This design comes from an exercise in tuning for small area and a short achievable clock period on the open sky130 flow, not from production work. No functional check of the RTL was part of any run shown here. Power is estimated from default activity; no workload was simulated.

==> flow/design.v (outline; a module is shown in full before it is edited, if it fits) <==
// module halfAdder: 10 lines
// module fullAdder: 11 lines
// module PipelinedRadix4BoothWallace32: 3163 lines
module PipelinedRadix4BoothWallace32
(
    input logic clk,
    input logic run,
    input logic signedFlag,  
    input logic [32 - 1 : 0] multiplicand,
    input logic [32 - 1 : 0] multiplier,
    output logic [64 - 1 : 0] out
);
  // ...
==> flow/run.sh <==
#!/bin/bash
# synth_recipe.tcl (not shown) runs the flow's synth.tcl, then flattens the netlist and writes it again
# the make line also repeats each setting of config.mk as NAME=value (left out here)
make -C /OpenROAD-flow-scripts/flow DESIGN_CONFIG=/design/flow/config.mk WORK_HOME=/design/flow/orfs CLKGATE_MAP_FILE= SYNTH_SCRIPT=/design/flow/synth_recipe.tcl finish
==> flow/config.mk <==
export PLATFORM = sky130hd
export DESIGN_NAME = PipelinedRadix4BoothWallace32
export DESIGN_NICKNAME = PipelinedRadix4BoothWallace32
export VERILOG_FILES = /design/flow/design.v
export SDC_FILE = /design/flow/constraint.sdc
export NUM_CORES = 4
export LEC_CHECK = 0
export ABC_CLOCK_PERIOD_IN_PS = 2000
export CAP_MARGIN = 20
export CORE_MARGIN = 2
export CORE_UTILIZATION = 50
export PLACE_DENSITY = 0.65
export SETUP_SLACK_MARGIN = 1.7
export SLEW_MARGIN = 20
export SYNTH_HIERARCHICAL = 1
export SYNTH_MINIMUM_KEEP_SIZE = 0
==> flow/constraint.sdc <==
create_clock -name core_clock -period 4.2 [get_ports {clk}]
set_input_delay 0.8400 -clock core_clock [delete_from_list [all_inputs] [get_ports {clk}]]
set_output_delay 0.8400 -clock core_clock [all_outputs]
set_load 0.01 [all_outputs]
==> flow_summary.yaml, run 1 <==
run_status:
  status: "no timing/DRC/antenna violations"
global_routing:
  use_met1_pct: 36.4
  grt_usage_pct: 25.6
  gr-usage-met3_pct: 4.99
  grt_pass1_vias: 29400
  grt_pass1_wl_um: 177000
final_layout:
  seq_area_share_pct: 37.2
  buf_share_pct: 8.24
  fillers: 6695
  nFlopsAndLatches: 647
  multi_input_area_share_pct: 46.8
  layout_common_cells: "edfxtp_1, xor2_1, a22o_1"
pwr:
  cellPowerDensity_nw_per_um2: 809
  pg_clk_mw: 6.38
  seqPwrFrac_pct: 30.6
  powerSeq_mw: 12.9
detailed_routing:
  wl_met3_um: 11000
  routed_wl_um: 119000
  dr_wl_met2_um: 54600
logic_synthesis:
  yosys.area.top_type: "edfxtp_1"
  synth_cell_types: 67
  synthArstFlopShare_pct: 0
  synth_edf_count: 647
clock_network:
  ctsHoldBuffers: 0
  ctsLongestPathBuffers: 3
  cts.sinks: 647
  cts.htree.levels: 3
  post-cts-setup-buffer-count: 79
worst_setup_path:
  crit_type: "reg -> reg"
  cp.depth: 12
  slowest_delay_ps: 530
  r2r_end: "r4_hi[30]$_DFFE_PP_"
timing:
  period_minus_slack_ps: 3220
  fmax_mhz: 310
  skew_ps: 18.6
floorplan:
  row_count: 109
  start_util_pct: 50.3
==> run 2: changes to the inputs <==
--- a/flow/config.mk
+++ b/flow/config.mk
@@ -6,5 +6,5 @@
 export NUM_CORES = 4
 export LEC_CHECK = 0
-export ABC_CLOCK_PERIOD_IN_PS = 2000
+export ABC_CLOCK_PERIOD_IN_PS = 1000
 export CAP_MARGIN = 20
 export CORE_MARGIN = 2
==> run 2 against run 1 <==
Sequential power about the same. Clock skew unchanged. Total power unchanged. Largest power group unchanged. Highest routed layer unchanged. Worst hold slack unchanged.
==> flow_summary.yaml, run 2 <==
final_layout:
  top_regs: "r2 x299, r3 x137, r5 x64"
  stdcell_count: 4544
  design_area_um2: 52200
  area_growth_pct: 18.0
  layout_common_cells: "edfxtp_1, xor2_1, a22o_1"
  fillers: 6695
  layout.nets: 3980
  largest-register: "r2"
  final_common_cell: "edfxtp_1"
  largest_reg_flops: 299
  multi_input_area_um2: 24400
  regArea_um2: 19400
  drive_gt1_share_pct: 14.7
run_status:
  status: "no timing/DRC/antenna violations"
detailed_routing:
  drtIter0Drc: 2980
  routed_wl_um: 119000
  antenna_left: 0
  routedWlPerCell_um: 26.2
  via_per_inst: 6.11
  vias: 27800
  dr.pass1.iters: 5
  drc_errors: 0
logic_synthesis:
  synth_area_per_cell_um2: 14.1
  syn_nets: 3796
  synth_warnings: 7
  synth_cell_types: 67
  synth_area_um2: 44200
  synthArstFlopShare_pct: 0
  synth_top_cell_area_share_pct: 43.9
  synth_seq_cells: 647
  yosys.area.top_type: "edfxtp_1"
  syn_inst: 3137
  synth-main-ff-cell: "edfxtp_1"
  yosysSeqAreaShare_pct: 43.9
  synthTopCellsByArea: "edfxtp_1, fa_1, xor2_1, a22o_1, ha_1"
  synth_edf_count: 647
  synth.most_common_cell: "edfxtp_1"
  ys_top_cells_by_count: "edfxtp_1, xor2_1, a22o_1"
worst_setup_path:
  crit_type: "reg -> reg"
  critPathMaxFanout: 4
  worstPathRequired_ps: 4580
  cp.depth: 12
  cp_cell_sequence: "fa_1 -> ha_4 -> fa_2 -> a211oi_2 -> o21a_1 -> o31ai_4 -> a221oi_4 -> buf_4 -> buf_4 -> o2111ai_1 -> nand2_1 -> xnor2_1"
  slowest_delay_ps: 530
  cp_slowest_cell: "fa_1"
  r2r_setup_slack_ps: 980
  crit_path_end_kind: "flop"
  cp.arrival_ps: 3600
  worst_r2r_path_depth: 12
  crit_top_cell: "buf_4"
  cp_num_buf_inv: 2
  cpLargestDelayFamily: "adder cells"
  startpoint_type: "flop"
global_routing:
  grt_pass1_vias: 29400
  antenna_found_initial: 2
  grt_usage_pct: 25.6
  grt_pass1_wl_um: 177000
  grt-ovfl-total: 0
  grt_max_degree: 90
timing:
  fmax_mhz: 310
  setup_ws_ps: 976
  fin_crit_sh_pct: 76.8
  skew_ps: 18.6
  period_minus_slack_ps: 3220
  finalSetupViolCount: 0
  tightest_slew_ps: 1050
  drv_slew: 0
  slew_headroom_pct: 30.0
  rsz0062_at_grt: "yes"
  setup_tns_ps: 0
  finalHoldViolCount: 0
clock_network:
  cts_tree: "built"
  cts-root-buf: "clkbuf_16"
  cts.htree.levels: 3
  clk_pin_slew_worst_paths_ps: 60
  numCtsBuffers: 74
  ctsLongestPathBuffers: 3
  cts.sinks: 647
  clk_latency_ps: 630
floorplan:
  fp.dieH_um: 301
  core_area_um2: 88000
  ios: 131
  start_util_pct: 50.3
  die_area_um2: 90900
  row_count: 109
  die-width_um: 301
worst_hold_path:
  hold_path_class: "reg -> reg"
  hold_path_depth: 0
place:
  placed_cells: 4264
  pre_cts_ws_ps: 907
  post_dp_cell_area_um2: 47000
  dpl.hpwl_um: 82400
  port_buffers: 130
  place.gp.congestion: 0.890
pwr:
  cellPowerDensity_nw_per_um2: 809
  p_leak_nw: 20.1
  total_power_mw: 42.3
  ir_worst_vdd_uv: 523
flow_run:
  drv_cap: 0
## run 2: cell counts in the layout (fill, tap and decap cells not counted)
Identical to the previous run, type by type.
## run 2: final cells by class
cell class | instances | area share (%)
well taps | 1165 | 2.79
repair buffers | 378 | 8.24
clock inverters | 41 | 0.702
inverters | 57 | 0.422
flip-flops and latches | 647 | 37.2
diodes | 1 | 0.00479
multi-input cells | 2163 | 46.8
clock buffers | 92 | 3.84
## run 2: worst paths after layout
path | start | end
max | r3[64]$_DFFE_PP_ | r4_hi[30]$_DFFE_PP_
min | r4_lo[30]$_DFFE_PP_ | r5[30]$_DFFE_PP_
max reg2reg | r3[64]$_DFFE_PP_ | r4_hi[30]$_DFFE_PP_
min reg2reg | r4_lo[30]$_DFFE_PP_ | r5[30]$_DFFE_PP_
## run 2: per-layer routing
layer / part of all wire (%) / vias to the layer above / GRT usage (%) / wire length (µm)
li1: - / 11800 / - / -
met1: 42 / 14200 / 36.4 / 49800
met2: 46 / 1473 / 40.0 / 54600
met3: 9.2 / 266 / 4.99 / 11000
met4: 3.1 / 4 / 8.01 / 3730
met5: 0.021 / - / 0 / 25
## run 2: where the power goes
group / internal [mW] / switching (mW)
clock network: 3.71 / 2.67
logic: 10.5 / 12.4
registers: 11.6 / 1.30
## run 2: worst reg2reg max path: cells and delay by family (launching register included)
kind                     cells  cell delay (ps)
AO/OA/AOI/OAI                5             1060
adder cells (fa/ha/maj)      3             1100
buffers and inverters        2              260
AND/OR/NAND/NOR              1              100
flip-flops                   1              390
XOR/XNOR                     1               60
## run 2: per-stage QoR
step	util [%]	hold WS, ps
after floorplan	-	400
after global placement	53.4	403
after detailed placement	53.4	405
after CTS	58.0	417
after global routing	59.3	426
final	59.3	417
## run 2: per-module statistics from Yosys, one instance, submodules excluded
module / cells inside / times used / flops+latches
PipelinedRadix4BoothWallace32: 2627 / 1 / 647
halfAdder: 1 / 31 / 0
fullAdder: 1 / 479 / 0
## run 2: cell families (layout without fill, tap and decap cells)
| kind of cell | after synthesis | after routing | synth area share [%] |
|---|---|---|---|
| AND/OR/NAND/NOR | 243 | 243 | 3.00 |
| flip-flops | 647 | 647 | 43.9 |
| adder cells (fa/ha/maj) | 592 | 592 | 24.9 |
| XOR/XNOR | 613 | 613 | 12.1 |
| other | 0 | 1 | 0 |
| buffers and inverters | 327 | 568 | 2.82 |
| AO/OA/AOI/OAI | 715 | 715 | 13.2 |
## run 2: repair_timing
action / 4_1_cts / 5_1_grt
endpoints found under the setup margin: 283 / 136
pin swaps: 63 / 183
setup buffers: 79 / 44
resized for setup: 147 / 99
cloned: 3 / 20
hold buffers: 0 / 0

[separate check: timing with driven ports]
The flow's constraints put no driver on any port. The routed layouts listed below were extracted and timed again, unchanged, in two steps.
Step 1 assumes that a clkbuf_16 drives the clock port and a buf_2 every other input.
Step 2 also shifts input and output timing later by t, the mid clock arrival at the registers, as if the neighbouring blocks saw the same clock.
Three values: ideal ports, drivers, drivers and shift; two values: the first two.
run	t, ns	setup WS [ns]	latest minus earliest clock arrival (ns)
run 1	0.694	0.976 / 0.976 / 0.976	0.018 / 0.019
run 2	0.694	0.976 / 0.976 / 0.976	0.018 / 0.019
After both steps setup and hold are still met in every run listed.
